This is an optimization exercise on Yosys and OpenROAD, whose aim is small area, not a production implementation.
The RTL was checked by simulation tests, not by an equivalence proof against the original design.

== oak ==
// pipelined_cordic
module pipelined_cordic(
    input Clk, Rst,
    input signed [15:0] x_in, y_in,
    output signed [15:0] magnitude,
    output signed [15:0] angle
);
Size in the first run: ~550 flip-flops, roughly 20,000 sq um of cells after synthesis.
Settings: LEC_CHECK=0, CAP_MARGIN=20, CORE_MARGIN=2, CORE_UTILIZATION=60, PLACE_DENSITY=0.75, SLEW_MARGIN=20, SYNTH_HIERARCHICAL=1, SYNTH_MINIMUM_KEEP_SIZE=0; clock period 4.5 ns.
standard.sh (not shown) runs the stock make flow with config.mk's settings and CLKGATE_MAP_FILE= SYNTH_SCRIPT=/design/flow/synth_recipe.tcl, a recipe that flattens the netlist after the stock synthesis.
==> flow/flow/run.sh <==
#!/bin/bash
# Standard layout; the port buffers use the smallest buffer cell and the
# clock tree is built without dummy loads.
set -euo pipefail
export BUFFER_PORTS_ARGS="-buffer_cell sky130_fd_sc_hd__buf_1"
export CTS_ARGS="-sink_clustering_enable -repair_clock_nets -sink_clustering_size 16 -sink_clustering_max_diameter 80 -buf_list \"sky130_fd_sc_hd__clkbuf_4 sky130_fd_sc_hd__clkbuf_8\" -dont_use_dummy_load"
bash standard.sh > standard.log 2>&1
Input-level comparison between pine and oak:
# oak
export LEC_CHECK = 0
export CAP_MARGIN = 20
export CORE_MARGIN = 2
export CORE_UTILIZATION = 60
export PLACE_DENSITY = 0.75
export SLEW_MARGIN = 20
export SYNTH_HIERARCHICAL = 1
export SYNTH_MINIMUM_KEEP_SIZE = 0
create_clock -name core_clock -period 4.5 [get_ports {Clk}]
# pine
export LEC_CHECK = 0
export CAP_MARGIN = 20
export CORE_MARGIN = 2
export CORE_UTILIZATION = 60
export GPL_TIMING_DRIVEN = 0
export PLACE_DENSITY = 0.75
export SLEW_MARGIN = 20
export SYNTH_HIERARCHICAL = 1
export SYNTH_MINIMUM_KEEP_SIZE = 0
create_clock -name core_clock -period 4.5 [get_ports {Clk}]
==> flow/flow/run.sh <==
#!/bin/bash
# Standard layout; the port buffers use the smallest buffer cell and the
# clock tree is built without dummy loads.
set -euo pipefail
export BUFFER_PORTS_ARGS="-buffer_cell sky130_fd_sc_hd__buf_1"
export CTS_ARGS="-sink_clustering_enable -repair_clock_nets -sink_clustering_size 16 -sink_clustering_max_diameter 80 -buf_list sky130_fd_sc_hd__clkbuf_8 -dont_use_dummy_load"
bash standard.sh > standard.log 2>&1
[summary]
- pine ended up with more standard cells than oak.
- Clock latency on the worst-skew pair across pine and oak: no real change.
- A timing startpoint of the critical path of y5[11]$_DFF_P_ is what oak shows, while y4[12]$_DFF_P_ belongs to pine.
Input-level comparison between birch and pine:
# pine
export LEC_CHECK = 0
export CAP_MARGIN = 20
export CORE_MARGIN = 2
export CORE_UTILIZATION = 60
export GPL_TIMING_DRIVEN = 0
export PLACE_DENSITY = 0.75
export SLEW_MARGIN = 20
export SYNTH_HIERARCHICAL = 1
export SYNTH_MINIMUM_KEEP_SIZE = 0
create_clock -name core_clock -period 4.5 [get_ports {Clk}]
# birch
export LEC_CHECK = 0
export CAP_MARGIN = 20
export CORE_MARGIN = 2
export CORE_UTILIZATION = 60
export PLACE_DENSITY = 0.75
export SLEW_MARGIN = 20
export SYNTH_HIERARCHICAL = 1
export SYNTH_MINIMUM_KEEP_SIZE = 0
create_clock -name core_clock -period 4.5 [get_ports {Clk}]
Findings:
Summary: with pine as the reference, post-layout instance area in birch moved down slightly. Summary: post-placement setup slack, birch better than pine. Diff birch..pine | total CTS buffers | unchanged. In the tables for pine and birch, count of non-filler cells in the finished layout reads higher with pine. Comparing pine and birch, register-to-register slack is higher on birch. The run showing the greater total area of multi-input combinational cells is pine. For birch, the standard cell with the maximum stage delay on the critical path was fa_1, unlike pine, where it was dfxtp_4.
What maple does differently from birch at the input level:
# birch
export LEC_CHECK = 0
export CAP_MARGIN = 20
export CORE_MARGIN = 2
export CORE_UTILIZATION = 60
export PLACE_DENSITY = 0.75
export SLEW_MARGIN = 20
export SYNTH_HIERARCHICAL = 1
export SYNTH_MINIMUM_KEEP_SIZE = 0
create_clock -name core_clock -period 4.5 [get_ports {Clk}]
# maple
export LEC_CHECK = 0
export CAP_MARGIN = 20
export CORE_MARGIN = 2
export CORE_UTILIZATION = 70
export PLACE_DENSITY = 0.85
export SLEW_MARGIN = 20
export SYNTH_HIERARCHICAL = 1
export SYNTH_MINIMUM_KEEP_SIZE = 0
create_clock -name core_clock -period 4.5 [get_ports {Clk}]
==> flow/flow/run.sh <==
#!/bin/bash
# Standard layout; the port buffers use the smallest buffer cell and the
# clock tree is built without dummy loads.
set -euo pipefail
export BUFFER_PORTS_ARGS="-buffer_cell sky130_fd_sc_hd__buf_1"
export CTS_ARGS="-sink_clustering_enable -repair_clock_nets -sink_clustering_size 20 -sink_clustering_max_diameter 60 -buf_list sky130_fd_sc_hd__clkbuf_8 -dont_use_dummy_load"
bash standard.sh > standard.log 2>&1
### Flow results
maple gives more fraction of area in registers than birch did. [compare] base=birch new=maple: via count now larger, violation count after the first detailed-routing iteration now larger, number of logic stages on the critical path including buffering now larger, proportion of cell area spent on the clock network now smaller. Cell area | maple vs birch | maple smaller.

* * *

Another version of the RTL of pipelined_cordic (not shown whole).
Size: about 550 flip-flops, ~66 I/O pins, ~0.020 mm^2 of cells after synthesis.
Settings: LEC_CHECK=0, CAP_MARGIN=20, CORE_MARGIN=2, CORE_UTILIZATION=65, PLACE_DENSITY=0.8, SLEW_MARGIN=20, SYNTH_HIERARCHICAL=1, SYNTH_MINIMUM_KEEP_SIZE=0; clock period 4.5 ns.
==> flow/flow/run.sh <==
#!/bin/bash
# Standard layout; the port buffers use the smallest buffer cell and the
# clock tree is built without dummy loads.
set -euo pipefail
export BUFFER_PORTS_ARGS="-buffer_cell sky130_fd_sc_hd__buf_1"
export CTS_ARGS="-sink_clustering_enable -repair_clock_nets -sink_clustering_size 16 -sink_clustering_max_diameter 80 -buf_list sky130_fd_sc_hd__clkbuf_8 -dont_use_dummy_load"
bash standard.sh > standard.log 2>&1
Change:
==> flow/flow/run.sh (replaced) <==
#!/bin/bash
# Standard layout; the port buffers use the smallest buffer cell and the
# clock tree is built without dummy loads.
set -euo pipefail
export BUFFER_PORTS_ARGS="-buffer_cell sky130_fd_sc_hd__buf_1"
export CTS_ARGS="-sink_clustering_enable -repair_clock_nets -sink_clustering_size 10 -sink_clustering_max_diameter 50 -buf_list sky130_fd_sc_hd__clkbuf_4 -dont_use_dummy_load"
bash standard.sh > standard.log 2>&1
CORE_UTILIZATION = 55   (was 65)
PLACE_DENSITY = 0.7   (was 0.8)
Effect: Synthesized cell count stays the same. Worst setup slack gets worse by 0.018 ns. Via count goes up by 0.47%. First-iteration DRC count shrinks by 47%. Worst hold slack loses 0.077 ns.
Change:
==> flow/flow/run.sh (replaced) <==
#!/bin/bash
# Standard layout; the port buffers use the smallest buffer cell and the
# clock tree is built without dummy loads.
set -euo pipefail
export BUFFER_PORTS_ARGS="-buffer_cell sky130_fd_sc_hd__buf_1"
export CTS_ARGS="-sink_clustering_enable -repair_clock_nets -sink_clustering_size 16 -sink_clustering_max_diameter 80 -buf_list sky130_fd_sc_hd__clkbuf_8 -dont_use_dummy_load"
bash standard.sh > standard.log 2>&1
Result: Synthesized cell count does not change. Flip-flop and latch count is unchanged. Global-route usage came out lower by 0.31 points. Cell area hardly moves. Worst hold slack improves by 0.10 ns.

==> static timing again, ports no longer ideal <==
Ports are ideal in the flow. The routed layouts listed here were re-timed in OpenROAD.
Step 1: set_driving_cell puts a clkbuf_16 on Clk and a buf_2 on each other input, an assumption about the parent block.
Step 2 times the ports against the registers' clock, not the clock port: input delays grow and output delays shrink by t, the midpoint of the rising clock arrivals with the driver on.
a / b / c = no drivers / after step 1 / after step 2; a / b = the first two.
run | t (ns) | setup WS [ns] | slew at the worst register clock pin (ns) | worst slew at a driven data input, ns | cell pins on the clock port's net
oak | 0.583 | 0.159 / 0.159 / 0.159 | 0.10 / 0.10 | 0.04 | 1
pine | 0.597 | 0.127 / 0.127 / 0.127 | 0.10 / 0.10 | 0.03 | 1
birch | 0.583 | 0.159 / 0.159 / 0.159 | 0.10 / 0.10 | 0.04 | 1
maple | 0.568 | 0.085 / 0.085 / 0.085 | 0.12 / 0.12 | 0.03 | 1
the first run of note 2 | 0.581 | 0.182 / 0.182 / 0.182 | 0.10 / 0.10 | 0.03 | 1
the second run of note 2 | 0.737 | 0.164 / 0.164 / 0.164 | 0.11 / 0.11 | 0.03 | 1
the third run of note 2 | 0.626 | 0.151 / 0.151 / 0.151 | 0.10 / 0.10 | 0.03 | 1
After both steps every run listed still meets setup and hold.
